This is an optimization exercise on Yosys and OpenROAD, whose aim is small area, a short achievable clock period and few clock cycles, not a production implementation. No functional check of the RTL was part of any run shown here. Power and IR drop assume default switching activity.

**flow/flow/run.sh**
```bash
#!/bin/bash
# Standard layout, with the port buffers made of the smallest buffer cell
# (the resizer upsizes them where timing needs it).
set -euo pipefail
export BUFFER_PORTS_ARGS="-buffer_cell sky130_fd_sc_hd__buf_1"
bash standard.sh finish > make_finish.log 2>&1
```
**flow/standard.sh**
```bash
#!/bin/bash
# synth_recipe.tcl (not shown) runs the flow's synth.tcl, then flattens the netlist and writes it again
# the make line also repeats each setting of config.mk as NAME=value (left out here)
make -C /OpenROAD-flow-scripts/flow DESIGN_CONFIG=/design/flow/config.mk WORK_HOME=/design/flow/orfs CLKGATE_MAP_FILE= SYNTH_SCRIPT=/design/flow/synth_recipe.tcl "${@:-finish}"
```
**flow/config.mk**
```make
export PLATFORM = sky130hd
export DESIGN_NAME = drawLine
export DESIGN_NICKNAME = drawLine
export VERILOG_FILES = /design/flow/design.v
export SDC_FILE = /design/flow/constraint.sdc
export NUM_CORES = 4
export LEC_CHECK = 0
export ABC_CLOCK_PERIOD_IN_PS = 2500
export CAP_MARGIN = 20
export CORE_MARGIN = 2
export CORE_UTILIZATION = 40
export PLACE_DENSITY = 0.6
export SETUP_SLACK_MARGIN = 2.9
export SLEW_MARGIN = 20
```
**flow/constraint.sdc**
```tcl
create_clock -name core_clock -period 6.0 [get_ports {clk}]
set_input_delay 1.2000 -clock core_clock [delete_from_list [all_inputs] [get_ports {clk}]]
set_output_delay 1.2000 -clock core_clock [all_outputs]
set_load 0.01 [all_outputs]
```
**flow/design.v**
```verilog
module drawLine
    (
        output logic [18:0] addr  ,
        output logic [31:0] data  ,
        output logic        wr    ,
        input  logic        busy  ,
        input  logic        clk   ,
        input  logic        reset ,
        input  logic        clk_en,
        input  logic        start ,
        output logic        done  ,
        input  logic [31:0] dataa ,
        input  logic [31:0] datab ,
        input  logic  [7:0] n     ,
        output logic [31:0] result
    );
    logic        sa, sb, sc, se, sf, sg, sw, run;   
    logic        single;                            
    logic        first;                             
    logic        steep, sgx, sgy;
    logic [10:0] freg;
    logic  [9:0] cnt;
    wire [9:0] rp = result[9:0];
    wire [9:0] rq = result[29:20];
    wire idle = ~(sa | sb | sc | se | sf | sg | sw | run);
    wire [9:0] x0 = dataa[9:0];
    wire [9:0] y0 = dataa[19:10];
    wire [9:0] x1 = dataa[29:20];
    wire [9:0] y1 = datab[9:0];
    wire       empty = (x0 == x1) && (y0 == y1) && (n != 8'd0);
    wire        cci = sb | (sc & ~sgx) | (sf & ~steep);
    wire [11:0] ccw = {1'b0, cnt, 1'b1} + {1'b0, ~rq, cci};
    wire        ccout = ccw[11];
    wire  [9:0] cc = ccw[10:1];
    wire        g    = ~freg[10];               
    wire        fsel = sb | sc | g;
    wire        fci  = sb | g;
    wire [10:0] fop  = fsel ? ~{1'b0, rp} : {1'b0, rq};
    wire [11:0] fsw  = {freg, 1'b1} + {fop, fci};
    wire [10:0] fs   = fsw[11:1];
    wire  [9:0] bigD = steep ? rq : cnt;
    logic       mxs, mys;                       
    wire        mx  = g ? ~first : mxs;
    wire        my  = g ? ~first : mys;
    wire        xn  = mx & sgx;
    wire        h0  = my ^ xn;
    wire        h1  = my ? sgy : xn;
    wire        h2  = my ? ~sgy : xn;
    wire [18:0] addend = {{9{h1}}, h2, h1, h0, {6{xn}}, mx}
                       | {2'b00, rp & {10{sb}}, 7'd0}
                       | {9'd0, rq[9:7] & {3{sc}}, 7'd0};
    wire [10:0] alo   = {1'b0, addr[9:0]} + {1'b0, addend[9:0]};
    wire  [8:0] ahi0  = addr[18:10] + addend[18:10];
    wire  [8:0] ahi1  = addr[18:10] + addend[18:10] + 9'd1;
    wire [18:0] asum  = {alo[10] ? ahi1 : ahi0, alo[9:0]};
    wire issue = ~busy;
    wire start_e = idle & start;
    wire ev_run  = (sg | run) & issue;           
    wire last    = (cnt == 10'd1);
    wire ev_one  = ((sc & single) | sw) & issue;  
    wire fin     = (ev_run & last) | ev_one;      
    wire        en_cnt  = start_e | sc | (sf & steep) | ev_run;
    wire  [9:0] d_cnt   = (sg | run) ? cnt - 10'd1 :
                          sc ? cc ^ {10{sgx}} :
                          sf ? rq : x1;
    wire        en_freg = start_e | sb | sc | sf | sg | (run & issue & ~first);
    wire [10:0] d_freg  = sf ? ~{2'b00, bigD[9:1]} :
                          idle ? {1'b0, y1} : fs;
    wire        en_addr = start_e | sb | sc | (run & issue);
    wire [18:0] d_addr  = idle ? {y0, 2'b00, x0[6:0]} : asum;
    wire        en_rp   = sa | sb | sf | fin;
    wire  [9:0] d_rp    = sa ? y0 : sb ? 10'd0 : sf ? cc ^ {10{steep}} : datab[9:0];
    wire        en_rq   = sa | (sc & ~single) | (sf & steep) | fin;
    wire  [9:0] d_rq    = sa ? x0 : (sc & ~single) ? fs[9:0] ^ {10{freg[10]}} : sf ? cnt : datab[29:20];
    wire        en_col  = sa | fin;
    assign data = {22'd0, result[19:10]};
    always_ff @(posedge clk) begin
        if (reset) begin
            sa     <= 1'b0;
            sb     <= 1'b0;
            sc     <= 1'b0;
            se     <= 1'b0;
            sf     <= 1'b0;
            sg     <= 1'b0;
            sw     <= 1'b0;
            run    <= 1'b0;
            wr     <= 1'b0;
            done   <= 1'b0;
            result <= 32'd0;
        end else if (clk_en) begin
            sa   <= start_e & ~empty;
            sb   <= sa;
            sc   <= sb;
            se   <= sc & ~single;
            sf   <= se;
            sg   <= sf;
            sw   <= ((sc & single) | sw) & ~issue;
            run  <= (sg | run) & ~(issue & last);
            wr   <= ev_run | ev_one;
            done <= (start_e & empty) | fin;
            if (en_rp)  result[9:0]   <= d_rp;
            if (en_col) result[19:10] <= datab[19:10];
            if (en_rq)  result[29:20] <= d_rq;
            if (fin)    result[31:30] <= datab[31:30];
        end
    end
    always_ff @(posedge clk) begin
        if (clk_en) begin
            if (start_e) begin
                single <= (n == 8'd0);
            end
            if (start_e | ev_run)
                first <= start_e;
            if (start_e | (ev_run & first)) begin
                mxs <= ~start_e & ~steep;
                mys <= ~start_e & steep;
            end
            if (sb)
                sgx <= ~ccout;
            if (sc)
                sgy <= freg[10];
            if (se)
                steep <= ~ccout;
            if (en_cnt)
                cnt <= d_cnt;
            if (en_freg)
                freg <= d_freg;
            if (en_addr)
                addr <= d_addr;
        end
    end
endmodule
```
==> results_dict.tcl, run 1 <==
set metrics [dict create \
    dp_hpwl_um 17500 \
    antenna_found_initial 0 \
    p_per_area_nw_per_um2 215 \
    path_max_fanout 5 \
    ant_nets 0 \
    yosysWarnings 1 \
    hold_viol 0 \
    overflow 0 \
    worstPathRequired_ns 6.08 \
    dpl_worst_slack_ns 2.14 \
    via_per_inst 5.70 \
    drc 0 \
    syn2layout_area_growth_pct 22.3 \
    regArea_um2 2260 \
    synth-seq-cells 89 \
    async_reset_ff_share_pct 0 \
    clock_latency_ns 0.36 \
    synth_most_common_cell "nor2_1" \
    vdd_drop_max_mv 0.159 \
    drive_gt1_share_pct 16.5 \
    critical_path_class "flip-flop to flip-flop" \
    initial_core_util_pct 40.6 \
    track_usage_pct 24.5 \
    clockBufferDepth 2 \
    synth_cell_types 74 \
    rows 50 \
    fin_nets 1150 \
    clock_skew_ns 0.00753 \
    clkTransAtPathRegs_ns 0.07 \
    dieHeight_um 141 \
    first_iter_violations 749 \
    fin_ws_ns 2.76 \
    synth.top_cells.by_area "edfxtp_1 19%, dfxtp_1 11%, ha_1 7.0%" \
    cts_root_buf "clkbuf_16" \
    hold_path.startpoint "result[30]" \
    fmax_mhz 309 \
    worstMarginPinSlew_ns 1.03 \
    outcome "complete, no violations" \
    drt_wl_total_um 25400 \
    synth_edf_count 47 \
    synth_common_cells "90 x nor2_1, 83 x a21oi_1, 62 x nand2_1" \
    slew_viol_final 0 \
    synth_top_area_share_pct 18.7 \
    routabilityCongestion 0.895 \
    setup_viol 0 \
    port_buffers 137 \
    syn_avg_cell_area_um2 8.61 \
    cp_data_arrival_time_ns 3.32 \
    cts_buffers 9 \
    tns_ns 0 \
    end_kind "flip-flop" \
    leakagePower_uw 0.00352 \
    crit_start "freg[10]" \
    grt_pass1_vias 6522 \
    regToRegSetupSlack_ns 2.76 \
    vias 7217 \
    numClockSinks 89 \
    slew_headroom_pct 31.4 \
    start_kind "flip-flop" \
    period_share_pct 54.0 \
    grt_pass1_wl_um 37500 \
    wl_per_cell_um 20.0 \
    fin_crit_ns 3.24 \
    boundaryPins 162 \
    syn_area_um2 7560 \
    cts-htree-levels 3 \
    n_fill_cell 1808 \
    num_antenna_cells 0 \
    ys.flop_type "edfxtp_1" \
    power.total_uw 1990 \
    multi_input_area_um2 5230 \
    ys_seq_area_share_pct 29.8 \
    die-area_um2 20000 \
    synth_area_leader_cell "edfxtp_1" \
    postSynthCellCount 878 \
    r2r-start "freg[10]" \
    worstHoldPathType "flip-flop to flip-flop" \
    firstDrtPassIters 5 \
    rsz0062_at_grt "yes" \
    core_region_area_um2 18600 \
    die_w_um 141 \
    grt_max_degree 52 \
    cts_tree "built" \
    cap_violations 0 \
]
-- cells by family (layout without fill, tap and decap cells) --
| family | count (synthesis) | after routing | synth area share, % |
|---|---|---|---|
| multiplexers | 50 | 50 | 6.79 |
| flip-flops | 89 | 89 | 29.8 |
| AO/OA/AOI/OAI | 234 | 235 | 20.2 |
| buffers and inverters | 110 | 240 | 7.53 |
| other | 1 | 22 | 0.0496 |
| AND/OR/NAND/NOR | 252 | 254 | 16.1 |
| adder cells (fa/ha/maj) | 46 | 46 | 8.01 |
| XOR/XNOR | 96 | 96 | 11.5 |
-- power breakdown --
group	internal (uW)	switching [uW]	leakage, uW
registers	679	34.2	0.000784
logic	308	408	0.00259
clock network	285	275	0.000141
total	1270	717	0.00352
-- sequential cells by signal, indices dropped and copies added, names as in the netlist, 10 cells and up --
| signal | cells |
|---|---|
| addr | 19 |
| cnt | 10 |
| freg | 11 |
| result | 32 |
-- worst paths after layout --
check	depth (start not counted)	endpoint
setup / recovery	12	addr[18]
hold / removal	2	result[30]
setup reg to reg	12	addr[18]
hold reg to reg	2	result[30]
-- final cells by class --
cell class                      instances  area share [%]
Clock buffer                            9            2.44
Clock inverter                          7           0.541
Inverter                               30            1.30
Multi-Input combinational cell        703            56.6
Sequential cell                        89            24.5
Tap cell                              234            3.17
Timing Repair Buffer                  194            11.5
-- what timing repair did --
item | 4_1_cts | 5_1_grt
gates resized for setup | 41 | 52
endpoints found under the setup margin | 78 | 71
setup buffers | 26 | 20
gates cloned | 4 | 2
hold buffers | 0 | 0
pin swaps | 17 | 28
-- worst max-delay path, cell delays in order, from the launching register on --
cell and delay, ns:
edfxtp_1 0.40, buf_6 0.17, inv_8 0.07, mux2_4 0.34, xor2_1 0.15, a221o_1 0.31
ha_4 0.30, a21oi_4 0.07, o41ai_4 0.44, nand4_4 0.23, nor3_4 0.22, and4_1 0.19
o31ai_1 0.06
-- per-layer routing --
| metal | routed length, um | up-vias | track usage (%) |
|---|---|---|---|
| met3 | 2000 | 46 | 3.54 |
| met2 | 11500 | 341 | 38.4 |
| met1 | 11100 | 3423 | 34.6 |
| met4 | 794 | 0 | 8.32 |
| li1 | - | 3407 | - |
| met5 | 0 | - | 0 |
-- stage by stage --
step	cell area (um^2)	hold slack, ns	cells	utilization (%)
2_1_floorplan	7680	0.477	899	-
3_3_place_gp	8090	0.446	1198	43.4
3_5_place_dp	8090	0.450	1198	43.4
4_1_cts	8810	0.461	1244	47.2
5_1_grt	9250	0.507	1266	49.6
6_report	9250	0.459	1266	49.6
-- cells in the final DEF, fill, tap and decap left out, types with 9 or more instances in the layout --
cell type    n
a21o_1      19
inv_1       27
conb_1      22
xor2_1      44
xnor2_1     44
clkbuf_16   10
a211oi_1    17
nand3_1     13
edfxtp_1    47
mux2i_1     40
buf_1      136
nor2_1      80
and2_1       9
o21ai_0     41
a21oi_2      9
nand2_1     60
mux2_2       9
dfxtp_1     39
a21oi_1     72
buf_4       47
a311oi_1     9
ha_1        38
nor3_1      12
==> inputs of run 2 (changes only) <==
--- a/flow/design.v
+++ b/flow/design.v
@@ -14,7 +14,7 @@
         input  logic  [7:0] n     ,
         output logic [31:0] result
     );
-    logic        sa, sb, sc, se, sf, sg, sw, run;   
+    logic        sb, sc, se, sf, sg, sw, run;   
     logic        single;                            
     logic        first;                             
     logic        steep, sgx, sgy;
@@ -22,7 +22,7 @@
     logic  [9:0] cnt;
     wire [9:0] rp = result[9:0];
     wire [9:0] rq = result[29:20];
-    wire idle = ~(sa | sb | sc | se | sf | sg | sw | run);
+    wire idle = ~(sb | sc | se | sf | sg | sw | run);
     wire [9:0] x0 = dataa[9:0];
     wire [9:0] y0 = dataa[19:10];
     wire [9:0] x1 = dataa[29:20];
@@ -39,9 +39,8 @@
     wire [11:0] fsw  = {freg, 1'b1} + {fop, fci};
     wire [10:0] fs   = fsw[11:1];
     wire  [9:0] bigD = steep ? rq : cnt;
-    logic       mxs, mys;                       
-    wire        mx  = g ? ~first : mxs;
-    wire        my  = g ? ~first : mys;
+    wire        mx  = ~first & (~steep | g);
+    wire        my  = ~first & (steep | g);
     wire        xn  = mx & sgx;
     wire        h0  = my ^ xn;
     wire        h1  = my ? sgy : xn;
@@ -68,15 +67,15 @@
                           idle ? {1'b0, y1} : fs;
     wire        en_addr = start_e | sb | sc | (run & issue);
     wire [18:0] d_addr  = idle ? {y0, 2'b00, x0[6:0]} : asum;
-    wire        en_rp   = sa | sb | sf | fin;
-    wire  [9:0] d_rp    = sa ? y0 : sb ? 10'd0 : sf ? cc ^ {10{steep}} : datab[9:0];
-    wire        en_rq   = sa | (sc & ~single) | (sf & steep) | fin;
-    wire  [9:0] d_rq    = sa ? x0 : (sc & ~single) ? fs[9:0] ^ {10{freg[10]}} : sf ? cnt : datab[29:20];
-    wire        en_col  = sa | fin;
+    wire        go      = start_e & ~empty;
+    wire        en_rp   = go | sb | sf | fin;
+    wire  [9:0] d_rp    = idle ? y0 : sb ? 10'd0 : sf ? cc ^ {10{steep}} : datab[9:0];
+    wire        en_rq   = go | (sc & ~single) | (sf & steep) | fin;
+    wire  [9:0] d_rq    = idle ? x0 : (sc & ~single) ? fs[9:0] ^ {10{freg[10]}} : sf ? cnt : datab[29:20];
+    wire        en_col  = go | fin;
     assign data = {22'd0, result[19:10]};
     always_ff @(posedge clk) begin
         if (reset) begin
-            sa     <= 1'b0;
             sb     <= 1'b0;
             sc     <= 1'b0;
             se     <= 1'b0;
@@ -88,8 +87,7 @@
             done   <= 1'b0;
             result <= 32'd0;
         end else if (clk_en) begin
-            sa   <= start_e & ~empty;
-            sb   <= sa;
+            sb   <= start_e & ~empty;
             sc   <= sb;
             se   <= sc & ~single;
             sf   <= se;
@@ -111,10 +109,6 @@
             end
             if (start_e | ev_run)
                 first <= start_e;
-            if (start_e | (ev_run & first)) begin
-                mxs <= ~start_e & ~steep;
-                mys <= ~start_e & steep;
-            end
             if (sb)
                 sgx <= ~ccout;
             if (sc)
--- a/flow/config.mk
+++ b/flow/config.mk
@@ -10,5 +10,5 @@
 export CORE_MARGIN = 2
 export CORE_UTILIZATION = 40
 export PLACE_DENSITY = 0.6
-export SETUP_SLACK_MARGIN = 2.9
+export SETUP_SLACK_MARGIN = 2.7
 export SLEW_MARGIN = 20
==> run 2 against run 1 <==
Global-route usage decreased by 0.91 points. Still clean. Non-clock buffer count down 11. Clock power grew 2%. Flip-flop and latch count shrank 3. Setup slack lost 0.12 ns.
==> results_dict.tcl, run 2 <==
set metrics [dict create \
    synth_compound_area_share_pct 19.5 \
    via_per_inst 5.59 \
    tns_ns 0 \
    outcome "complete, no violations" \
    synth_cell_types 67 \
    synth_top_area_share_pct 18.8 \
    critical_path_class "flip-flop to flip-flop" \
    grt_pass1_wl_um 35100 \
    dieHeight_um 138 \
    port_buffers 137 \
    rsz0062_at_grt "yes" \
    setup_viol 0 \
    seq_power_share_pct 33.3 \
    dp_hpwl_um 16900 \
    drive_gt1_share_pct 16.9 \
    syn_avg_cell_area_um2 8.58 \
    synth-seq-cells 86 \
    num_antenna_cells 0 \
    synth_fa_ha_area_share_pct 8.43 \
    wl_per_cell_um 19.9 \
    firstDrtPassIters 5 \
    registers.top_by_ff_count "result" \
    synth_edf_count 45 \
    ys_seq_area_share_pct 30.2 \
    vdd_drop_max_mv 0.156 \
    synth_top_family_by_area "compound AO/OA/AOI/OAI gates" \
    end_kind "flip-flop" \
    hold_viol 0 \
    grt_max_degree 56 \
    syn2layout_area_growth_pct 23.5 \
    hold_buffers 0 \
    numClockSinks 86 \
    path_max_fanout 7 \
    critPathSlowestCell "or3_4" \
    core_region_area_um2 17800 \
    internal-power_uw 1350 \
    first_iter_violations 590 \
    power_frac_comb_pct 40.5 \
    drc 0 \
    crit_chain "buf_4, buf_6, buf_6, nand2b_4, or2_4, buf_4, nor2_2, a21oi_1, ha_2, or3_4, or2_4, nand3_4, xor2_4, xnor2_2, nor2_1, or3_4, a21oi_2" \
    p_sw_share_pct 38.0 \
    synth.top_cells.by_area "edfxtp_1 19%, dfxtp_1 11%, ha_1 7.3%" \
    cts_buffers 9 \
    layout_commonest_cell "buf_1" \
    yosysWarnings 1 \
    cp_slowest_stage_delay_ns 0.41 \
    synth_area_leader_cell "edfxtp_1" \
    vias 6784 \
    clockBufferDepth 2 \
    clkTransAtPathRegs_ns 0.07 \
    fmax_mhz 298 \
    timing.rr.end "result[27]" \
    hold_depth 2 \
    regToRegSetupSlack_ns 2.64 \
    slew_headroom_pct 45.0 \
    ant_nets 0 \
    switching_power_uw 826 \
    grt_pass1_vias 6165 \
    p_per_area_nw_per_um2 245 \
    ff2ff_path_depth 17 \
    postSynthCellCount 838 \
    die-area_um2 19100 \
    synth_most_common_cell "nor2_1" \
    async_reset_ff_share_pct 0 \
    min_to "wr" \
    die_w_um 138 \
    synthXorXnorAreaFrac_pct 12.1 \
    cts_tree "built" \
    pwr-share-clk_pct 26.3 \
    drt_wl_total_um 24200 \
    clock_latency_ns 0.36 \
    clock_skew_ns 0.00630 \
    power.total_uw 2170 \
    worstHoldPathType "flip-flop to flip-flop" \
    ys.flop_type "edfxtp_1" \
    fin_nets 1102 \
    overflow 0 \
    slew_viol_final 0 \
    worstMarginPinSlew_ns 0.823 \
    yosys-mux-area-fraction_pct 6.67 \
    cts-htree-levels 3 \
    antenna_found_initial 0 \
    cts_root_buf "clkbuf_16" \
    largest_register_ffs 32 \
    period_share_pct 56.0 \
    worstPathRequired_ns 6.29 \
    cp_data_arrival_time_ns 3.65 \
    routabilityCongestion 0.881 \
    mostFrequentLayoutCells "136 x buf_1, 94 x nor2_1, 58 x a21oi_1" \
    postPlaceCellArea_um2 7730 \
    final_area_um2 8870 \
    leakagePower_uw 0.00342 \
    synth-simple-area-share_pct 15.7 \
    rows 49 \
    fin_crit_ns 3.36 \
    track_usage_pct 23.6 \
    top_regs "result x32, addr x19, freg x11" \
    initial_core_util_pct 40.4 \
    syn_area_um2 7190 \
    synth_common_cells "103 x nor2_1, 70 x a21oi_1, 58 x xnor2_1" \
    boundaryPins 162 \
    cap_violations 0 \
    start_kind "flip-flop" \
    critical_path_depth 17 \
    path_buf_inv 4 \
    crit_family "simple AND/OR/NAND/NOR gates" \
    r2r-start "freg[10]" \
    hold_path.startpoint "wr" \
]
## run 2: cell families after synthesis
group	after synthesis
XOR/XNOR	93
buffers and inverters	106
AND/OR/NAND/NOR	240
adder cells (fa/ha/maj)	46
multiplexers	47
other	1
AO/OA/AOI/OAI	219
flip-flops	86
## run 2: routing by layer
layer  share of wire, %  track usage, %  up-vias
li1                   -               -     3234
met1                 44            32.0     3227
met2                 48            39.6      282
met3                5.9            2.42       41
met4                2.5            7.57        0
met5                  0               0        -
## run 2: power groups by stage
stage               clock, uW  combinational [uW]  sequential [uW]
finish                    571                 879              722
global route              597                 946              726
CTS                       579                 765              718
detailed placement          0                 683              733
global placement            0                 681              732
floorplan                   0                 515              725
## run 2: worst max path at each step
| stage | slack, ns | end | from |
|---|---|---|---|
| after floorplan | 2.76 | addr[17] | steep |
| after global placement | 1.79 | result[16] | datab[9] |
| after detailed placement | 1.81 | result[13] | datab[9] |
| after CTS | 2.64 | addr[18] | freg[10] |
| after global routing | 2.52 | addr[18] | freg[10] |
| final | 2.64 | result[27] | freg[10] |
## run 2: repair_timing
action	4_1_cts	5_1_grt
cloned	1	2
setup buffers	25	11
resized for setup	61	58
pin swaps	16	41
endpoints found under the setup margin	79	31
## run 2: layout make-up
cell class	count	area, um^2
inverters	29	109
well taps	229	287
fillers	1701	8910
clock buffers	9	225
repair buffers	183	918
flip-flops and latches	86	2180
clock inverters	7	60.1
multi-input cells	670	5100
## run 2: stage by stage
step | util, % | hold slack, ns | cells | worst slack [ns]
2_1_floorplan | - | 0.424 | 859 | 2.76
3_3_place_gp | 43.5 | 0.473 | 1158 | 1.79
3_5_place_dp | 43.5 | 0.482 | 1158 | 1.81
4_1_cts | 47.8 | 0.501 | 1200 | 2.64
5_1_grt | 49.9 | 0.525 | 1213 | 2.52
6_report | 49.9 | 0.496 | 1213 | 2.64
## run 2: worst reg2reg max path, stage by stage, from the launching register on
cell and delay (ns):
edfxtp_1 0.40, buf_4 0.13, buf_6 0.08, buf_6 0.11, nand2b_4 0.09, or2_4 0.29
buf_4 0.16, nor2_2 0.08, a21oi_1 0.06, ha_2 0.22, or3_4 0.37, or2_4 0.25
nand3_4 0.10, xor2_4 0.20, xnor2_2 0.15, nor2_1 0.07, or3_4 0.41, a21oi_2 0.12
==> inputs of run 3 (changes only) <==
--- a/flow/config.mk
+++ b/flow/config.mk
@@ -10,5 +10,5 @@
 export CORE_MARGIN = 2
 export CORE_UTILIZATION = 40
 export PLACE_DENSITY = 0.6
-export SETUP_SLACK_MARGIN = 2.7
+export SETUP_SLACK_MARGIN = 2.9
 export SLEW_MARGIN = 20
==> run 3 against run 2 <==
Register-to-register slack improved by 0.19 ns. Synthesized area unchanged. Sequential share of layout area shrank 0.15 points. Power increased by 0.44%. Via count fell by 1.0%. Clock power grew 4.7%. Clock-buffer cell count increased by 1. Cell area is 0.66% higher. Largest cell class unchanged. Largest power group unchanged.
==> results_dict.tcl, run 3 <==
set metrics [dict create \
    finish.utilization_pct 50.2 \
    clkTransAtPathRegs_ns 0.07 \
    postSynthCellCount 838 \
    place_inst 1158 \
    r2r-start "steep" \
    syn_area_um2 7190 \
    n_fill_cell 1692 \
    async_reset_ff_share_pct 0 \
    start_kind "flip-flop" \
    numClockSinks 86 \
    worstPathRequired_ns 6.09 \
    critPathSlowestCell "edfxtp_1" \
    drive_gt1_share_pct 17.0 \
    worstHoldPathType "flip-flop to flip-flop" \
    vias 6714 \
    ant_nets 0 \
    via_per_inst 5.50 \
    synth_cell_types 67 \
    syn_avg_cell_area_um2 8.58 \
    port_buffers 137 \
    synth_area_leader_cell "edfxtp_1" \
    cp_common_cell "nand2b_4" \
    crit_chain "nand2b_4, mux2i_4, nor2_4, a21o_1, ha_2, inv_2, fa_2, nand2b_4, a21oi_4, o21ai_2, a21oi_2, and3_4, nand4_1, xnor2_1, o21ai_1" \
    cp_slowest_stage_delay_ns 0.45 \
    overflow 0 \
    end_kind "flip-flop" \
    first_iter_violations 609 \
    drt_wl_total_um 23600 \
    initial_core_util_pct 40.4 \
    synth_top_area_share_pct 18.8 \
    tns_ns 0 \
    firstDrtPassIters 6 \
    cp_data_arrival_time_ns 3.26 \
    outcome "complete, no violations" \
    fin_nets 1109 \
    clock_skew_ns 0.00969 \
    rows 49 \
    grt_max_degree 34 \
    wl_per_cell_um 19.3 \
    dieHeight_um 138 \
    synth_common_cells "103 x nor2_1, 70 x a21oi_1, 58 x xnor2_1" \
    synth.top_cells.by_area "edfxtp_1 19%, dfxtp_1 11%, ha_1 7.3%" \
    cts_root_buf "clkbuf_16" \
    antenna_found_initial 0 \
    timing.rr.end "addr[18]" \
    yosysWarnings 1 \
    vdd_drop_max_mv 0.146 \
    cap_violations 0 \
    synth-seq-cells 86 \
    track_usage_pct 23.8 \
    clock_latency_ns 0.36 \
    boundaryPins 162 \
    clockBufferDepth 2 \
    regToRegSetupSlack_ns 2.83 \
    worstMarginPinSlew_ns 0.779 \
    ff2ff_path_depth 15 \
    leakagePower_uw 0.00350 \
    fin_ws_ns 2.83 \
    cts_buffers 9 \
    routabilityCongestion 0.912 \
    finalNonFillerCells 1220 \
    setup_viol 0 \
    die_w_um 138 \
    critical_path_class "flip-flop to flip-flop" \
    rsz0062_at_grt "yes" \
    syn2layout_area_growth_pct 24.3 \
    grt_pass1_wl_um 35600 \
    cts_tree "built" \
    cts-htree-levels 3 \
    dp_hpwl_um 16800 \
    hold_depth 2 \
    slew_viol_final 0 \
    top_regs "result x32, addr x19, freg x11" \
    power.total_uw 2180 \
    p_per_area_nw_per_um2 244 \
    die-area_um2 19100 \
    hold_path.startpoint "wr" \
    layout_commonest_cell "buf_1" \
    path_max_fanout 4 \
    fin_crit_ns 3.17 \
    ys_seq_area_share_pct 30.2 \
    registers.top_by_ff_count "result" \
    largest_register_ffs 32 \
    synth_edf_count 45 \
    dpl_worst_slack_ns 1.79 \
    hold_buffers 0 \
    period_share_pct 52.8 \
    drc 0 \
    mostFrequentLayoutCells "136 x buf_1, 96 x nor2_1, 58 x a21oi_1" \
    num_antenna_cells 0 \
    hold_viol 0 \
    slew_headroom_pct 48.0 \
    synth_most_common_cell "nor2_1" \
    ys.flop_type "edfxtp_1" \
    core_region_area_um2 17800 \
    min_to "wr" \
    fmax_mhz 316 \
    grt_pass1_vias 6306 \
]
run 3: per-stage QoR:
stage / hold WS [ns] / cell area (um^2)
final: 0.493 / 8930
after global routing: 0.525 / 8930
after CTS: 0.502 / 8560
after detailed placement: 0.486 / 7750
after global placement: 0.473 / 7750
after floorplan: 0.425 / 7310
run 3: cell type report:
class	instances	area, um^2	area share [%]
clock inverters	6	57.6	0.644
repair buffers	190	995	11.1
inverters	29	109	1.22
multi-input cells	670	5060	56.6
flip-flops and latches	86	2180	24.4
clock buffers	10	250	2.80
well taps	229	287	3.21
run 3: logic make-up after synthesis:
group,share of synthesized area [%]
xor gates and xnor gates,12.1
adders and majority gates,8.43
buffers and inverters,7.36
other,0.0522
and+or+nand+nor,15.7
muxes,6.67
DFF,30.2
AOI/OAI and AO/OA,19.5
run 3: worst max-delay path by stage:
| stage | from | end | slack, ns | cells after the start |
|---|---|---|---|---|
| 2_1_floorplan | steep | addr[18] | 2.90 | 15 |
| 3_3_place_gp | datab[4] | result[15] | 1.86 | 8 |
| 3_5_place_dp | datab[9] | result[11] | 1.79 | 8 |
| 4_1_cts | steep | addr[18] | 2.81 | 14 |
| 5_1_grt | steep | addr[18] | 2.67 | 15 |
| 6_report | steep | addr[18] | 2.83 | 15 |
run 3: per-layer routing:
| layer | vias to the layer above | share of wire (%) | GRT usage, % |
|---|---|---|---|
| li1 | 3245 | - | - |
| met1 | 3188 | 43 | 32.3 |
| met2 | 249 | 48 | 38.5 |
| met3 | 32 | 6.0 | 3.95 |
| met4 | 0 | 2.2 | 8.65 |
| met5 | - | 0 | 0 |
run 3: worst max-delay path: cells and delay by family, from the launching register on:
| kind | cells | cell delay, ns |
|---|---|---|
| buffers and inverters | 1 | 0.04 |
| adders and majority gates | 2 | 0.52 |
| AOI/OAI and AO/OA | 5 | 0.60 |
| muxes | 1 | 0.19 |
| and+or+nand+nor | 5 | 0.90 |
| xor gates and xnor gates | 1 | 0.19 |
| DFF | 1 | 0.45 |
run 3: what timing repair did:
| action | 4_1_cts | 5_1_grt |
|---|---|---|
| setup buffers | 25 | 17 |
| setup endpoints to repair | 94 | 44 |
| pin swaps | 24 | 52 |
| cloned | 4 | 0 |
| gates resized for setup | 56 | 46 |
run 3: power by group:
group          switching, uW  internal [uW]
combinational            483            382
clock                    279            319
sequential              47.7            671
total                    810           1370
==> inputs of run 4 (changes only) <==
--- a/flow/design.v
+++ b/flow/design.v
@@ -28,12 +28,13 @@
     wire [9:0] x1 = dataa[29:20];
     wire [9:0] y1 = datab[9:0];
     wire       empty = (x0 == x1) && (y0 == y1) && (n != 8'd0);
-    wire        cci = sb | (sc & ~sgx) | (sf & ~steep);
+    logic       cci;
     wire [11:0] ccw = {1'b0, cnt, 1'b1} + {1'b0, ~rq, cci};
     wire        ccout = ccw[11];
     wire  [9:0] cc = ccw[10:1];
     wire        g    = ~freg[10];               
-    wire        fsel = sb | sc | g;
+    logic       sbc;                            
+    wire        fsel = sbc | g;
     wire        fci  = sb | g;
     wire [10:0] fop  = fsel ? ~{1'b0, rp} : {1'b0, rq};
     wire [11:0] fsw  = {freg, 1'b1} + {fop, fci};
@@ -48,10 +49,7 @@
     wire [18:0] addend = {{9{h1}}, h2, h1, h0, {6{xn}}, mx}
                        | {2'b00, rp & {10{sb}}, 7'd0}
                        | {9'd0, rq[9:7] & {3{sc}}, 7'd0};
-    wire [10:0] alo   = {1'b0, addr[9:0]} + {1'b0, addend[9:0]};
-    wire  [8:0] ahi0  = addr[18:10] + addend[18:10];
-    wire  [8:0] ahi1  = addr[18:10] + addend[18:10] + 9'd1;
-    wire [18:0] asum  = {alo[10] ? ahi1 : ahi0, alo[9:0]};
+    wire [18:0] asum = addr + addend;
     wire issue = ~busy;
     wire start_e = idle & start;
     wire ev_run  = (sg | run) & issue;           
@@ -107,6 +105,8 @@
             if (start_e) begin
                 single <= (n == 8'd0);
             end
+            cci <= go | ((sb | se) & ccout);
+            sbc <= go | sb;
             if (start_e | ev_run)
                 first <= start_e;
             if (sb)
==> run 4 against run 3 <==
Largest cell class unchanged. Highest routed layer unchanged. Critical endpoint is now freg[10]. Combinational power shrank 13%. Power shrank 4.2%. Sequential share of layout area grew 1.4 points.
==> results_dict.tcl, run 4 <==
set metrics [dict create \
    top_regs "result x32, addr x19, freg x11" \
    rsz0062_at_grt "yes" \
    tns_ns 0 \
    grt_pass1_wl_um 35200 \
    dp_hpwl_um 17300 \
    ant_nets 0 \
    cp_common_cell "a21o_1" \
    cap_violations 0 \
    synth_edf_count 47 \
    syn_avg_cell_area_um2 8.54 \
    cts_buffers 9 \
    dieHeight_um 138 \
    worstPathRequired_ns 6.12 \
    clock_skew_ns 0.00793 \
    synth_cell_types 67 \
    drive_gt1_share_pct 13.2 \
    slew_headroom_pct 32.5 \
    end_kind "flip-flop" \
    crit_chain "buf_6, nand2b_4, nor2_1, a21oi_2, ha_4, a21o_1, a31oi_4, o211ai_1, a2111o_1, a31o_2, a21oi_4, xnor2_2, a21o_1" \
    postPlaceCellArea_um2 7780 \
    numClockSinks 88 \
    finish.utilization_pct 48.7 \
    die-area_um2 19100 \
    async_reset_ff_share_pct 0 \
    critical_path_class "flip-flop to flip-flop" \
    num_antenna_cells 0 \
    final_area_um2 8690 \
    start_kind "flip-flop" \
    clkTransAtPathRegs_ns 0.07 \
    worstMarginPinSlew_ns 1.01 \
    setup_viol 0 \
    syn_area_um2 7210 \
    synth_top_area_share_pct 19.6 \
    outcome "complete, no violations" \
    registers.top_by_ff_count "result" \
    firstDrtPassIters 6 \
    clockBufferDepth 2 \
    synth_common_cells "90 x nor2_1, 76 x a21oi_1, 59 x nand2_1" \
    overflow 0 \
    yosysWarnings 1 \
    p_per_area_nw_per_um2 240 \
    routabilityCongestion 0.940 \
    initial_core_util_pct 40.4 \
    first_iter_violations 649 \
    crit_family "compound AO/OA/AOI/OAI gates" \
    fmax_mhz 314 \
    largest_register_ffs 32 \
    slew_viol_final 0 \
    port_buffers 137 \
    path_max_fanout 5 \
    die_w_um 138 \
    cts-htree-levels 3 \
    period_share_pct 53.1 \
    antenna_found_initial 0 \
    grt_pass1_vias 6139 \
    ys.flop_type "edfxtp_1" \
    ys_seq_area_share_pct 31.0 \
    dpl_worst_slack_ns 1.81 \
    vdd_drop_max_mv 0.166 \
    via_per_inst 5.59 \
    synth.top_cells.by_area "edfxtp_1 20%, dfxtp_1 11%, ha_1 6.9%" \
    cts_tree "built" \
    layout_commonest_cell "buf_1" \
    grt_max_degree 65 \
    hold_viol 0 \
    vias 6792 \
    fin_crit_ns 3.19 \
    mostFrequentLayoutCells "135 x buf_1, 87 x nor2_1, 65 x a21oi_1" \
    rows 49 \
    hold_buffers 0 \
    track_usage_pct 23.7 \
    drc 0 \
    cp_data_arrival_time_ns 3.31 \
    clock_latency_ns 0.37 \
    drt_wl_total_um 23700 \
    syn2layout_area_growth_pct 20.5 \
    postSynthCellCount 844 \
    cts_root_buf "clkbuf_16" \
    leakagePower_uw 0.00339 \
    worstHoldPathType "flip-flop to flip-flop" \
    fin_hold_ws_ns 0.466 \
    fin_nets 1100 \
    synth_area_leader_cell "edfxtp_1" \
    synth-seq-cells 88 \
    fin_ws_ns 2.81 \
    path_buf_inv 1 \
    critPathSlowestCell "edfxtp_1" \
    core_region_area_um2 17800 \
    cp_slowest_stage_delay_ns 0.53 \
    wl_per_cell_um 19.6 \
    boundaryPins 162 \
    synth_most_common_cell "nor2_1" \
]
==> run 4: cell count changes in the layout (fill, tap and decap cells not counted), sizes merged, moves of 6 or more <==
cell,delta
and2,+8
buf,-13
xor2,+8
nand2,+7
nand3,-8
nor2,-12
xnor2,-14
a21o,+8
nor2b,+7
a31oi,-6
==> run 4: path summary, 6_finish.rpt <==
check        startpoint       end  slack [ns]  cells past startpoint
min                done      done        0.47                      2
max            freg[10]  freg[10]        2.81                     13
max reg2reg    freg[10]  freg[10]        2.81                     13
min reg2reg        done      done        0.47                      2
==> run 4: kinds of logic (layout without fill, tap and decap cells) <==
| logic type | count (synthesis) | count (layout) | synth area share [%] |
|---|---|---|---|
| buf+inv | 105 | 224 | 7.32 |
| compound gates | 231 | 231 | 20.4 |
| flops | 88 | 88 | 31.0 |
| other cells | 1 | 22 | 0.0520 |
| mux | 48 | 48 | 6.84 |
| simple gates | 243 | 244 | 15.9 |
| fa+ha+maj | 43 | 43 | 7.78 |
| xor+xnor | 85 | 85 | 10.7 |
==> run 4: routing by layer <==
metal / track usage [%] / part of all wire (%) / vias to the layer above
met4: 10.2 / 3.3 / 0
li1: - / - / 3249
met5: 0 / 0 / -
met2: 36.7 / 45 / 322
met1: 33.2 / 44 / 3179
met3: 3.26 / 7.4 / 42
==> run 4: layout make-up <==
| type | count | area (um^2) |
|---|---|---|
| clock buffers | 11 | 254 |
| clock inverters | 5 | 42.5 |
| fillers | 1780 | 9160 |
| well taps | 229 | 287 |
| repair buffers | 178 | 877 |
| inverters | 30 | 118 |
| flip-flops and latches | 88 | 2230 |
| multi-input cells | 673 | 4870 |
==> run 4: worst register-to-register path, stage by stage, from the launching register on <==
cell	delay, ns
edfxtp_1	0.53
buf_6	0.18
nand2b_4	0.09
nor2_1	0.06
a21oi_2	0.16
ha_4	0.25
a21o_1	0.19
a31oi_4	0.16
o211ai_1	0.15
a2111o_1	0.47
a31o_2	0.28
a21oi_4	0.17
xnor2_2	0.08
a21o_1	0.17
==> run 4: what timing repair did <==
action                                  in CTS  in global routing
pin swaps                                   15                 39
setup buffers                               18                 12
gates cloned                                 2                  0
gates resized for setup                     41                 40
hold endpoints to repair                     0                  0
endpoints found under the setup margin      40                 35
==> run 4: stage by stage <==
step,total power (uW),cells
floorplan,1220,865
global placement,1390,1166
detailed placement,1390,1166
CTS,2030,1202
global route,2180,1214
finish,2090,1214
==> run 4: report_power, final <==
part	internal [uW]	total, uW	switching [uW]
clock	313	596	283
combinational	319	755	437
sequential	686	737	51.2
total	1320	2090	771
==> inputs of run 5 (changes only) <==
--- a/flow/config.mk
+++ b/flow/config.mk
@@ -12,3 +12,4 @@
 export PLACE_DENSITY = 0.6
 export SETUP_SLACK_MARGIN = 2.9
 export SLEW_MARGIN = 20
+export TNS_END_PERCENT = 0
==> run 5 against run 4 <==
Largest cell class unchanged. Sequential power is essentially flat. Critical endpoint unchanged. Utilization shrank 0.81 points. Still clean. Cell count down 0.58%. Sequential share of layout area up 0.44 points. Wire length is 1.2% higher. Hold slack better by 0.036 ns. Combinational power is 6.1% lower. Global-route usage increased by 0.34 points. Synthesized cell count stayed put.
==> results_dict.tcl, run 5 <==
set metrics [dict create \
    outcome "complete, no violations" \
    crit_chain "buf_4, nand2b_4, nor2_1, a21oi_1, ha_2, a21o_1, a31oi_4, o211ai_1, a2111o_1, a31o_2, a21oi_2, xnor2_1, a21o_1" \
    cts_tree "built" \
    cp_data_arrival_time_ns 3.29 \
    mostFrequentLayoutCells "136 x buf_1, 89 x nor2_1, 69 x a21oi_1" \
    rsz0062_at_grt "yes" \
    p_sw_share_pct 36.5 \
    met1_usage_pct 33.3 \
    hold_viol 0 \
    ant_nets 0 \
    numClockSinks 88 \
    grt_util_met3_pct 4.05 \
    setup_viol 0 \
    worstHoldPathType "flip-flop to flip-flop" \
    die_w_um 138 \
    p_per_area_nw_per_um2 241 \
    registers.top_by_ff_count "result" \
    grt_max_degree 65 \
    vias 6743 \
    switching_power_uw 753 \
    cap_violations 0 \
    port_buffers 137 \
    worstPathRequired_ns 6.12 \
    hold_buffers 0 \
    synth_most_common_cell "nor2_1" \
    syn_area_um2 7210 \
    clock_skew_ns 0.0104 \
    place_inst 1165 \
    firstDrtPassIters 6 \
    synth_top_area_share_pct 19.6 \
    grt_pass1_wl_um 35800 \
    initial_core_util_pct 40.4 \
    layout_commonest_cell "buf_1" \
    period_share_pct 52.8 \
    synth_area_leader_cell "edfxtp_1" \
    cts_buffers 9 \
    ff2ff_path_depth 13 \
    syn_avg_cell_area_um2 8.54 \
    hold_path.startpoint "done" \
    routabilityCongestion 0.927 \
    cts_root_buf "clkbuf_16" \
    core_region_area_um2 17800 \
    syn2layout_area_growth_pct 18.5 \
    internal-power_uw 1310 \
    boundaryPins 162 \
    num_antenna_cells 0 \
    clockBufferDepth 2 \
    tns_ns 0 \
    top_regs "result x32, addr x19, freg x11" \
    clock_latency_ns 0.36 \
    fin_crit_ns 3.17 \
    ys.flop_type "edfxtp_1" \
    synth_common_cells "90 x nor2_1, 76 x a21oi_1, 59 x nand2_1" \
    via_per_inst 5.59 \
    track_usage_pct 24.0 \
    synth.top_cells.by_area "edfxtp_1 20%, dfxtp_1 11%, ha_1 6.9%" \
    hold_depth 2 \
    fmax_mhz 316 \
    grt_pass1_vias 6198 \
    cp_slowest_stage_delay_ns 0.44 \
    n_fill_cell 1773 \
    vdd_drop_max_mv 0.156 \
    slew_headroom_pct 41.7 \
    r2r-start "freg[10]" \
    crit_start "freg[10]" \
    first_iter_violations 570 \
    antenna_found_initial 0 \
    power_frac_comb_pct 34.4 \
    wl_per_cell_um 19.9 \
    worstMarginPinSlew_ns 0.875 \
    grt_util_met2_pct 37.3 \
    synth-seq-cells 88 \
    synth_edf_count 47 \
    dieHeight_um 138 \
    drt_wl_total_um 24000 \
    leakagePower_uw 0.00335 \
    async_reset_ff_share_pct 0 \
    clkTransAtPathRegs_ns 0.07 \
    synth_cell_types 67 \
    critPathSlowestCell "a2111o_1" \
    ys_seq_area_share_pct 31.0 \
    cp_common_cell "a21o_1" \
    path_max_fanout 5 \
    yosysWarnings 1 \
    cts-htree-levels 3 \
    fin_nets 1093 \
    postSynthCellCount 844 \
    overflow 0 \
    drive_gt1_share_pct 11.0 \
    dp_hpwl_um 17400 \
    end_kind "flip-flop" \
    rows 49 \
    start_kind "flip-flop" \
    largest_register_ffs 32 \
    die-area_um2 19100 \
    critical_path_class "flip-flop to flip-flop" \
    finalNonFillerCells 1207 \
    grt_most_used_layer "met2" \
    seq_power_share_pct 35.9 \
    slew_viol_final 0 \
    drc 0 \
    pwr-share-clk_pct 29.7 \
]
[run 5: critical path: cells and delay by family, from the launching register on]
family                   cells  cell delay, ns
AO/OA/AOI/OAI                8            1.70
XOR/XNOR                     1            0.09
adder cells (fa/ha/maj)      1            0.32
buffers and inverters        1            0.20
flip-flops                   1            0.40
AND/OR/NAND/NOR              2            0.19
[run 5: path summary, 6_finish.rpt]
check                   to  slack [ns]
setup reg to reg  freg[10]        2.83
hold reg to reg       done        0.50
hold / removal        done        0.50
setup / recovery  freg[10]        2.83
[run 5: routing by layer]
| metal | up-vias | part of all wire, % |
|---|---|---|
| met5 | - | 0 |
| met4 | 0 | 3.8 |
| met3 | 46 | 6.6 |
| met2 | 273 | 45 |
| met1 | 3180 | 44 |
| li1 | 3244 | - |
[run 5: per-stage QoR]
stage | worst slack, ns | util, % | power, uW | instance area (um^2) | hold WS [ns]
floorplan | 2.77 | - | 1210 | 7300 | 0.486
global placement | 1.80 | 43.5 | 1390 | 7750 | 0.452
detailed placement | 1.69 | 43.5 | 1390 | 7750 | 0.477
CTS | 2.76 | 46.3 | 2030 | 8270 | 0.512
global route | 2.72 | 47.9 | 2160 | 8540 | 0.523
finish | 2.83 | 47.9 | 2060 | 8540 | 0.502
[run 5: cell families after synthesis]
| kind of cell | Yosys count | share of synthesized area [%] |
|---|---|---|
| AOI/OAI and AO/OA | 231 | 20.4 |
| xor gates and xnor gates | 85 | 10.7 |
| adders and majority gates | 43 | 7.78 |
| buffers and inverters | 105 | 7.32 |
| DFF | 88 | 31.0 |
| muxes | 48 | 6.84 |
| other | 1 | 0.0520 |
| and+or+nand+nor | 243 | 15.9 |
[run 5: final cells by class]
cell class / count / area [um^2] / share of cell area [%]
clock buffers: 9 / 225 / 2.64
well taps: 229 / 287 / 3.35
repair buffers: 170 / 822 / 9.62
inverters: 30 / 115 / 1.35
multi-input cells: 674 / 4770 / 55.8
clock inverters: 7 / 87.6 / 1.03
flip-flops and latches: 88 / 2230 / 26.2
[run 5: power by group through the flow]
stage	combinational (uW)	sequential (uW)	clock, uW
global placement	635	753	0
CTS	667	738	624
detailed placement	638	754	0
finish	709	740	613
global route	770	744	644
floorplan	476	739	0
[run 5: timing repair]
item | in CTS | in global routing
gates cloned | 2 | 2
pin swaps | 5 | 14
endpoints found under the setup margin | 39 | 46
gates resized for setup | 30 | 27
buffers inserted | 6 | 16
==> inputs of run 6 (changes only) <==
--- a/flow/config.mk
+++ b/flow/config.mk
@@ -10,6 +10,5 @@
 export CORE_MARGIN = 2
 export CORE_UTILIZATION = 40
 export PLACE_DENSITY = 0.6
-export SETUP_SLACK_MARGIN = 2.9
+export SETUP_SLACK_MARGIN = 2.8
 export SLEW_MARGIN = 20
-export TNS_END_PERCENT = 0
==> run 6 against run 5 <==
Power up 0.61%. Synthesized cell count did not move. Utilization grew 0.25 points. Non-clock buffer count up 8. Largest cell class unchanged. Critical endpoint unchanged. Global-route usage barely moved. Largest power group unchanged. Clock power about the same.
==> results_dict.tcl, run 6 <==
set metrics [dict create \
    setup_viol 0 \
    grt_max_degree 65 \
    synth_edf_count 47 \
    ys.flop_type "edfxtp_1" \
    tns_ns 0 \
    routabilityCongestion 0.957 \
    fin_ws_ns 2.81 \
    cap_violations 0 \
    finish.utilization_pct 48.1 \
    numClockSinks 88 \
    synth_top_area_share_pct 19.6 \
    path_max_fanout 10 \
    rsz0062_at_grt "yes" \
    cts_tree "built" \
    synth_area_leader_cell "edfxtp_1" \
    fmax_mhz 313 \
    worstMarginPinSlew_ns 0.923 \
    layout_commonest_cell "buf_1" \
    first_iter_violations 678 \
    grt_pass1_vias 6166 \
    ant_nets 0 \
    topRoutingLayerUsed "met4" \
    drc 0 \
    grt_pass1_wl_um 35900 \
    hold_buffers 0 \
    via_per_inst 5.53 \
    num_antenna_cells 0 \
    synth_cell_types 67 \
    fin_crit_ns 3.19 \
    ys_seq_area_share_pct 31.0 \
    synth_most_common_cell "nor2_1" \
    clock_latency_ns 0.35 \
    drive_gt1_share_pct 11.9 \
    end_kind "flip-flop" \
    outcome "complete, no violations" \
    met2_length_um 10700 \
    core_region_area_um2 17800 \
    finalNonFillerCells 1214 \
    antenna_found_initial 0 \
    n_fill_cell 1762 \
    synth_common_cells "90 x nor2_1, 76 x a21oi_1, 59 x nand2_1" \
    initial_core_util_pct 40.4 \
    die_w_um 138 \
    cts-htree-levels 3 \
    synth.top_cells.by_area "edfxtp_1 20%, dfxtp_1 11%, ha_1 6.9%" \
    clkTransAtPathRegs_ns 0.07 \
    postSynthCellCount 844 \
    worstPathRequired_ns 6.12 \
    cts_buffers 9 \
    dpl_worst_slack_ns 1.74 \
    critical_path_class "flip-flop to flip-flop" \
    cp_data_arrival_time_ns 3.31 \
    boundaryPins 162 \
    syn_avg_cell_area_um2 8.54 \
    top_regs "result x32, addr x19, freg x11" \
    worstHoldPathType "flip-flop to flip-flop" \
    wl_met3_um 1680 \
    track_usage_pct 24.1 \
    slew_headroom_pct 38.5 \
    clock_skew_ns 0.00664 \
    mostFrequentLayoutCells "136 x buf_1, 89 x nor2_1, 69 x a21oi_1" \
    vdd_drop_max_mv 0.157 \
    firstDrtPassIters 5 \
    dp_hpwl_um 17200 \
    dieHeight_um 138 \
    async_reset_ff_share_pct 0 \
    met1Wirelength_um 10500 \
    slew_viol_final 0 \
    wl_per_cell_um 19.4 \
    rows 49 \
    start_kind "flip-flop" \
    die-area_um2 19100 \
    period_share_pct 53.2 \
    syn2layout_area_growth_pct 19.1 \
    power.total_uw 2070 \
    leakagePower_uw 0.00337 \
    largest_register_ffs 32 \
    clockBufferDepth 2 \
    fin_nets 1100 \
    synth-seq-cells 88 \
    overflow 0 \
    port_buffers 137 \
    vias 6714 \
    p_per_area_nw_per_um2 242 \
    hold_viol 0 \
    cts_root_buf "clkbuf_16" \
    yosysWarnings 1 \
    registers.top_by_ff_count "result" \
    drt_wl_total_um 23600 \
    place_inst 1166 \
    syn_area_um2 7210 \
]
## run 6: layout make-up
| cell class | count | area (um^2) | share of cell area [%] |
|---|---|---|---|
| flip-flops and latches | 88 | 2230 | 26.0 |
| clock buffers | 10 | 239 | 2.78 |
| inverters | 30 | 120 | 1.40 |
| repair buffers | 178 | 872 | 10.2 |
| well taps | 229 | 287 | 3.34 |
| clock inverters | 6 | 73.8 | 0.860 |
| multi-input cells | 673 | 4760 | 55.4 |
## run 6: report_power, final
group	total (uW)	switching [uW]	internal, uW	leakage (uW)
Sequential	739	53.1	686	0.000779
Clock	613	272	341	0.000154
Combinational	723	422	301	0.00244
## run 6: critical path, cell delays in order, from the launching register on
cell	delay, ns
edfxtp_1	0.46
buf_4	0.20
nand2b_4	0.14
nor2_1	0.05
a21oi_1	0.14
ha_1	0.29
a21o_1	0.20
a31oi_4	0.16
o211ai_1	0.14
a2111o_1	0.46
a31o_2	0.27
a21oi_2	0.18
xnor2_1	0.08
a21o_1	0.17
## run 6: per-stage QoR
step           hold WS [ns]  cell area, um^2
2_1_floorplan         0.486             7310
3_3_place_gp          0.451             7760
3_5_place_dp          0.466             7760
4_1_cts               0.490             8300
5_1_grt               0.528             8590
6_report              0.480             8590
## run 6: kinds of logic after synthesis
logic type,count (synthesis),synth area share (%)
xor gates and xnor gates,85,10.7
DFF,88,31.0
muxes,48,6.84
adders and majority gates,43,7.78
buffers and inverters,105,7.32
other,1,0.0520
AOI/OAI and AO/OA,231,20.4
and+or+nand+nor,243,15.9
## run 6: path summary, 6_finish.rpt
check / start / to / slack (ns) / cells past startpoint
min reg2reg: done / done / 0.48 / 2
max reg2reg: freg[10] / freg[10] / 2.81 / 13
min: done / done / 0.48 / 2
max: freg[10] / freg[10] / 2.81 / 13
## run 6: timing repair
item | CTS | global route
cloned | 2 | 0
buffers inserted | 9 | 21
gates resized for setup | 23 | 36
setup endpoints to repair | 39 | 19
pin swaps | 6 | 23
## run 6: per-layer routing
metal	GRT usage, %	up-vias
li1	-	3256
met3	4.47	36
met1	34.0	3164
met2	36.8	258
met4	8.92	0
met5	0	-
==> inputs of run 7 (changes only) <==
--- a/flow/design.v
+++ b/flow/design.v
@@ -40,8 +40,9 @@
     wire [11:0] fsw  = {freg, 1'b1} + {fop, fci};
     wire [10:0] fs   = fsw[11:1];
     wire  [9:0] bigD = steep ? rq : cnt;
-    wire        mx  = ~first & (~steep | g);
-    wire        my  = ~first & (steep | g);
+    logic       mxs, mys;                       
+    wire        mx  = g ? ~first : mxs;
+    wire        my  = g ? ~first : mys;
     wire        xn  = mx & sgx;
     wire        h0  = my ^ xn;
     wire        h1  = my ? sgy : xn;
@@ -56,6 +57,7 @@
     wire last    = (cnt == 10'd1);
     wire ev_one  = ((sc & single) | sw) & issue;  
     wire fin     = (ev_run & last) | ev_one;      
+    wire fin_ld  = ((sg | run) & last) | (sc & single) | sw;
     wire        en_cnt  = start_e | sc | (sf & steep) | ev_run;
     wire  [9:0] d_cnt   = (sg | run) ? cnt - 10'd1 :
                           sc ? cc ^ {10{sgx}} :
@@ -66,11 +68,11 @@
     wire        en_addr = start_e | sb | sc | (run & issue);
     wire [18:0] d_addr  = idle ? {y0, 2'b00, x0[6:0]} : asum;
     wire        go      = start_e & ~empty;
-    wire        en_rp   = go | sb | sf | fin;
+    wire        en_rp   = go | sb | sf | fin_ld;
     wire  [9:0] d_rp    = idle ? y0 : sb ? 10'd0 : sf ? cc ^ {10{steep}} : datab[9:0];
-    wire        en_rq   = go | (sc & ~single) | (sf & steep) | fin;
+    wire        en_rq   = go | (sc & ~single) | (sf & steep) | fin_ld;
     wire  [9:0] d_rq    = idle ? x0 : (sc & ~single) ? fs[9:0] ^ {10{freg[10]}} : sf ? cnt : datab[29:20];
-    wire        en_col  = go | fin;
+    wire        en_col  = go | fin_ld;
     assign data = {22'd0, result[19:10]};
     always_ff @(posedge clk) begin
         if (reset) begin
@@ -97,7 +99,7 @@
             if (en_rp)  result[9:0]   <= d_rp;
             if (en_col) result[19:10] <= datab[19:10];
             if (en_rq)  result[29:20] <= d_rq;
-            if (fin)    result[31:30] <= datab[31:30];
+            if (fin_ld) result[31:30] <= datab[31:30];
         end
     end
     always_ff @(posedge clk) begin
@@ -109,6 +111,10 @@
             sbc <= go | sb;
             if (start_e | ev_run)
                 first <= start_e;
+            if (start_e | (ev_run & first)) begin
+                mxs <= ~start_e & ~steep;
+                mys <= ~start_e & steep;
+            end
             if (sb)
                 sgx <= ~ccout;
             if (sc)
--- a/flow/config.mk
+++ b/flow/config.mk
@@ -10,5 +10,5 @@
 export CORE_MARGIN = 2
 export CORE_UTILIZATION = 40
 export PLACE_DENSITY = 0.6
-export SETUP_SLACK_MARGIN = 2.8
+export SETUP_SLACK_MARGIN = 2.9
 export SLEW_MARGIN = 20
==> run 7 against run 6 <==
Power increased by 4.0%. Critical path type unchanged. Utilization decreased by 1.5 points. Highest routed layer unchanged. Flip-flop and latch count increased by 2. Clock power decreased by 7.0%. Hold slack got worse by 0.0021 ns.
==> results_dict.tcl, run 7 <==
set metrics [dict create \
    drc 0 \
    worstHoldPathType "flip-flop to flip-flop" \
    multi_input_area_um2 4960 \
    cap_violations 0 \
    ys_seq_area_share_pct 30.4 \
    fmax_mhz 316 \
    synth_edf_count 49 \
    synth_most_common_cell "nor2_1" \
    clockBufferDepth 2 \
    via_per_inst 5.65 \
    switching_power_uw 835 \
    overflow 0 \
    rsz0062_at_grt "yes" \
    dp_hpwl_um 18700 \
    clkTransAtPathRegs_ns 0.07 \
    path_max_fanout 4 \
    largest_register_ffs 32 \
    grt_max_degree 49 \
    setup_viol 0 \
    track_usage_pct 24.2 \
    period_share_pct 52.7 \
    fin_crit_ns 3.16 \
    cts_buffers 9 \
    drive_gt1_share_pct 10.0 \
    layout_commonest_cell "buf_1" \
    worstPathRequired_ns 6.23 \
    outcome "complete, no violations" \
    yosysWarnings 1 \
    syn2layout_area_growth_pct 14.7 \
    power_frac_comb_pct 38.1 \
    vias 7018 \
    dieHeight_um 141 \
    postSynthCellCount 887 \
    clock_skew_ns 0.0108 \
    routabilityCongestion 0.955 \
    synth_area_leader_cell "edfxtp_1" \
    p_per_area_nw_per_um2 249 \
    synth.top_cells.by_area "edfxtp_1 19%, dfxtp_1 11%, ha_1 6.6%" \
    clock_latency_ns 0.36 \
    vdd_drop_max_mv 0.144 \
    dpl_worst_slack_ns 2.00 \
    cp_slowest_stage_delay_ns 0.50 \
    synth-seq-cells 90 \
    initial_core_util_pct 40.6 \
    leakagePower_uw 0.00337 \
    critPathSlowestCell "or4b_1" \
    die_w_um 141 \
    n_fill_cell 1876 \
    synth_top_area_share_pct 19.5 \
    rows 50 \
    hold_viol 0 \
    antenna_found_initial 1 \
    registers.top_by_ff_count "result" \
    start_kind "flip-flop" \
    slew_headroom_pct 53.9 \
    port_buffers 137 \
    tns_ns 0 \
    hold_buffers 0 \
    grt_pass1_vias 6337 \
    ys.flop_type "edfxtp_1" \
    first_iter_violations 613 \
    cts-htree-levels 3 \
    boundaryPins 162 \
    p_sw_share_pct 38.7 \
    fin_nets 1122 \
    critical_path_class "flip-flop to flip-flop" \
    end_kind "flip-flop" \
    numClockSinks 90 \
    firstDrtPassIters 5 \
    worstMarginPinSlew_ns 0.691 \
    cts_root_buf "clkbuf_16" \
    fin_ws_ns 2.84 \
    mostFrequentLayoutCells "136 x buf_1, 92 x nor2_1, 76 x a21oi_1" \
    grt_pass1_wl_um 36600 \
    pwr-share-clk_pct 26.4 \
    drt_wl_total_um 25000 \
    top_regs "result x32, addr x19, freg x11" \
    cts_tree "built" \
    synth_common_cells "95 x nor2_1, 80 x a21oi_1, 75 x nand2_1" \
    synth_cell_types 74 \
    seq_power_share_pct 35.5 \
    syn_area_um2 7550 \
    regArea_um2 2290 \
    core_region_area_um2 18600 \
    die-area_um2 20000 \
    crit_chain "buf_6, a21o_1, nand2_4, mux2i_1, a221o_1, ha_4, a21oi_2, nor2_2, a211oi_2, o31ai_2, a31o_1, or4b_1, nand3_1" \
    slew_viol_final 0 \
    cp_data_arrival_time_ns 3.39 \
    wl_per_cell_um 20.1 \
    internal-power_uw 1320 \
    ant_nets 0 \
    async_reset_ff_share_pct 0 \
    syn_avg_cell_area_um2 8.51 \
]
## run 7: changes by cell type after synthesis, moves of 6 or more
cell / before / now
nand2_1: 59 / 75
a21o_1: 24 / 14
o21ai_0: 46 / 38
o21ai_1: 0 / 8
xnor2_1: 44 / 36
and2_1: 15 / 8
a211oi_1: 17 / 11
buf_2: 5 / 11
nand3_1: 8 / 14
nor3b_1: 1 / 7
## run 7: worst paths after layout
path	startpoint	endpoint	slack [ns]	depth (start not counted)
worst max-delay path	freg[10]	addr[18]	2.84	13
worst min-delay path	done	done	0.48	2
worst max register to register	freg[10]	addr[18]	2.84	13
worst min register to register	done	done	0.48	2
## run 7: per-stage QoR
step           utilization (%)  instances  hold slack [ns]  instance area, um^2  power, uW
6_report                  46.6       1242            0.478                 8660       2160
3_5_place_dp              43.5       1212            0.464                 8080       1540
3_3_place_gp              43.5       1212            0.463                 8080       1540
2_1_floorplan                -        908            0.495                 7630       1320
4_1_cts                   45.7       1236            0.480                 8480       2120
5_1_grt                   46.6       1241            0.510                 8650       2270
## run 7: final cells by class
| class | instances | area share, % |
|---|---|---|
| multi-input cells | 709 | 57.4 |
| flip-flops and latches | 90 | 26.5 |
| clock buffers | 9 | 2.60 |
| inverters | 32 | 1.39 |
| clock inverters | 7 | 0.752 |
| repair buffers | 160 | 7.99 |
| well taps | 234 | 3.38 |
| diodes | 1 | 0.0289 |
## run 7: power groups by stage
stage	Clock, uW	Sequential, uW	Combinational, uW
3_3_place_gp	0	781	754
6_report	570	766	822
3_5_place_dp	0	780	755
2_1_floorplan	0	766	558
5_1_grt	607	770	892
4_1_cts	582	763	778
## run 7: per-layer routing
| layer | global-route usage, % | vias up | wire (um) |
|---|---|---|---|
| met5 | 0 | - | 0 |
| met2 | 39.2 | 269 | 11600 |
| met1 | 32.9 | 3331 | 10900 |
| li1 | - | 3383 | - |
| met4 | 8.00 | 0 | 706 |
| met3 | 4.35 | 35 | 1750 |
## run 7: kinds of logic (layout without fill, tap and decap cells)
kind of cell             count (synthesis)  count (layout)  share of synthesized area [%]
AO/OA/AOI/OAI                          246             246                           21.6
XOR/XNOR                                83              83                           10.2
adder cells (fa/ha/maj)                 43              43                           7.43
buffers and inverters                  110             208                           7.54
flip-flops                              90              90                           30.4
multiplexers                            43              43                           5.84
other                                    1              23                         0.0497
AND/OR/NAND/NOR                        271             272                           16.9
## run 7: what timing repair did
item	4_1_cts	5_1_grt
gates resized for setup	15	24
cloned	0	1
setup buffers	8	4
pin swaps	5	5
setup endpoints to repair	61	50
## run 7: critical path: cells and delay by family (launching register included)
| kind | cells | cell delay (ns) |
|---|---|---|
| AO/OA/AOI/OAI | 6 | 1.30 |
| adder cells (fa/ha/maj) | 1 | 0.26 |
| buffers and inverters | 1 | 0.17 |
| flip-flops | 1 | 0.49 |
| multiplexers | 1 | 0.08 |
| AND/OR/NAND/NOR | 4 | 0.75 |
==> inputs of run 8 (changes only) <==
--- a/flow/config.mk
+++ b/flow/config.mk
@@ -10,5 +10,5 @@
 export CORE_MARGIN = 2
 export CORE_UTILIZATION = 40
 export PLACE_DENSITY = 0.6
-export SETUP_SLACK_MARGIN = 2.9
+export SETUP_SLACK_MARGIN = 3.1
 export SLEW_MARGIN = 20
==> run 8 against run 7 <==
Still clean. Clock skew rose by 0.0025 ns. Maximum frequency decreased by 0.14%. Synthesized cell count is the same.
==> results_dict.tcl, run 8 <==
set metrics [dict create \
    routabilityCongestion 0.885 \
    path_buf_inv 1 \
    rows 50 \
    slew_headroom_pct 14.9 \
    cts-htree-levels 3 \
    die-area_um2 20000 \
    fin_ws_ns 2.83 \
    via_per_inst 5.85 \
    async_reset_ff_share_pct 0 \
    drt_wl_total_um 26600 \
    grt_pass1_vias 6607 \
    tns_ns 0 \
    path_max_fanout 4 \
    vdd_drop_max_mv 0.153 \
    layout_commonest_cell "buf_1" \
    postSynthCellCount 887 \
    port_buffers 137 \
    fin_crit_ns 3.17 \
    leakagePower_uw 0.00360 \
    synth_area_leader_cell "edfxtp_1" \
    synth_cell_types 74 \
    largest_register_ffs 32 \
    first_iter_violations 719 \
    ys.flop_type "edfxtp_1" \
    dp_hpwl_um 18600 \
    cp_data_arrival_time_ns 3.39 \
    syn_area_um2 7550 \
    worstMarginPinSlew_ns 1.26 \
    num_antenna_cells 0 \
    fmax_mhz 316 \
    initial_core_util_pct 40.6 \
    period_share_pct 52.8 \
    overflow 0 \
    synth_top_area_share_pct 19.5 \
    fin_nets 1147 \
    syn_avg_cell_area_um2 8.51 \
    cts_buffers 9 \
    synth_common_cells "95 x nor2_1, 80 x a21oi_1, 75 x nand2_1" \
    antenna_found_initial 0 \
    synth_edf_count 49 \
    mostFrequentLayoutCells "130 x buf_1, 89 x nor2_1, 72 x nand2_1" \
    finish.utilization_pct 50.1 \
    topRoutingLayerUsed "met4" \
    rsz0062_at_grt "yes" \
    clockBufferDepth 2 \
    cts_root_buf "clkbuf_16" \
    critical_path_class "flip-flop to flip-flop" \
    ant_nets 0 \
    die_w_um 141 \
    critPathSlowestCell "edfxtp_1" \
    worstPathRequired_ns 6.23 \
    cts_tree "built" \
    wl_per_cell_um 21.0 \
    hold_viol 0 \
    worstHoldPathType "flip-flop to flip-flop" \
    setup_viol 0 \
    numClockSinks 90 \
    cp_slowest_stage_delay_ns 0.50 \
    synth.top_cells.by_area "edfxtp_1 19%, dfxtp_1 11%, ha_1 6.6%" \
    clock_skew_ns 0.0133 \
    cap_violations 0 \
    dpl_worst_slack_ns 2.00 \
    top_regs "result x32, addr x19, freg x11" \
    boundaryPins 162 \
    yosysWarnings 1 \
    drc 0 \
    clock_latency_ns 0.36 \
    vias 7404 \
    syn2layout_area_growth_pct 23.4 \
    outcome "complete, no violations" \
    grt_max_degree 49 \
    clkTransAtPathRegs_ns 0.08 \
    registers.top_by_ff_count "result" \
    crit_family "compound AO/OA/AOI/OAI gates" \
    firstDrtPassIters 5 \
    synth-seq-cells 90 \
    end_kind "flip-flop" \
    crit_chain "buf_6, a21o_1, nand2_2, mux2i_1, a221o_1, ha_4, a21oi_4, nor2_2, a211oi_2, o31ai_4, a31o_1, or4b_1, nand3_1" \
    drive_gt1_share_pct 18.7 \
    synth_most_common_cell "nor2_1" \
    p_per_area_nw_per_um2 250 \
    grt_pass1_wl_um 39300 \
    track_usage_pct 25.8 \
    core_region_area_um2 18600 \
    start_kind "flip-flop" \
    met1Wirelength_um 11300 \
    wl_met3_um 2040 \
    slew_viol_final 0 \
    met2_length_um 12300 \
    hold_buffers 0 \
    dieHeight_um 141 \
    ys_seq_area_share_pct 30.4 \
]
==> run 8: cell types whose count changed in the layout (fill, tap and decap cells not counted), sizes merged, moves of 2 or more <==
cell / change
nand3: +3
clkinv: -5
inv: +3
buf: +18
clkinvlp: +2
clkbuf: +3
==> run 8: worst paths after layout <==
kind,from,end,slack [ns],cells past startpoint
max,freg[10],addr[18],2.83,13
min,done,done,0.48,2
max reg2reg,freg[10],addr[18],2.83,13
min reg2reg,done,done,0.48,2
==> run 8: report_power, final <==
part           switching, uW  internal, uW  leakage (uW)  total [uW]
combinational            554           404       0.00265         958
sequential              63.9           706      0.000798         770
clock                    284           315      0.000152         599
total                    903          1430       0.00360        2330
==> run 8: worst min-delay path: stages (launching register included) <==
cell and delay, ns:
dfxtp_1 0.32, nor2_1 0.08, nor3_1 0.04
==> run 8: final cells by class <==
| type | instances | area [um^2] |
|---|---|---|
| clock buffers | 10 | 250 |
| clock inverters | 6 | 50.0 |
| fillers | 1787 | 9270 |
| inverters | 32 | 124 |
| multi-input cells | 713 | 5420 |
| flip-flops and latches | 90 | 2300 |
| well taps | 234 | 293 |
| repair buffers | 180 | 877 |
| repair inverters | 1 | 5.00 |
==> run 8: kinds of logic (layout without fill, tap and decap cells) <==
group                      after synthesis  after routing  synth area share (%)
muxes                                   43             43                  5.84
and+or+nand+nor                        271            276                  16.9
other                                    1             22                0.0497
xor gates and xnor gates                83             83                  10.2
buffers and inverters                  110            229                  7.54
AOI/OAI and AO/OA                      246            246                  21.6
DFF                                     90             90                  30.4
adders and majority gates               43             43                  7.43
==> run 8: timing repair <==
action                     4_1_cts  5_1_grt
setup endpoints to repair       87       64
gates cloned                     3        3
gates resized for setup         44       88
hold endpoints to repair         0        0
buffers inserted                19       14
pin swaps                       17       51
==> run 8: metal layers <==
metal  vias to the layer above  track usage (%)
met5                         -                0
met4                         0             10.1
met3                        64             4.02
met2                       379             40.5
met1                      3527             35.8
li1                       3434                -
==> run 8: stage by stage <==
step	instance area (um^2)	std cells	power, uW	hold slack [ns]
after CTS	8790	1249	2200	0.482
after global routing	9310	1266	2430	0.521
after detailed placement	8100	1211	1540	0.467
after global placement	8100	1211	1540	0.464
after floorplan	7670	908	1330	0.495
final	9310	1266	2330	0.479

## re-timing with driven ports
How much do the figures lean on ideal ports? The routed layouts below were timed once more, with nothing changed but the port constraints. Step 1, drivers: a clkbuf_16 drives clk and a buf_2 each remaining input, both assumed. Step 2 times the ports against the registers' clock, not the clock port: input delays grow and output delays shrink by t, the midpoint of the rising clock arrivals with the driver on. Three values: no drivers, after step 1, after step 2; two values: the first two.
run | t, ns | setup slack, ns
run 1 | 0.402 | 2.762 / 2.762 / 2.598
run 2 | 0.403 | 2.639 / 2.639 / 2.387
run 3 | 0.404 | 2.834 / 2.834 / 2.584
run 4 | 0.403 | 2.813 / 2.813 / 2.710
run 5 | 0.398 | 2.833 / 2.833 / 2.570
run 6 | 0.391 | 2.806 / 2.806 / 2.580
run 7 | 0.398 | 2.838 / 2.838 / 2.621
run 8 | 0.398 | 2.834 / 2.834 / 2.724
After both steps setup and hold are still met in every run listed.
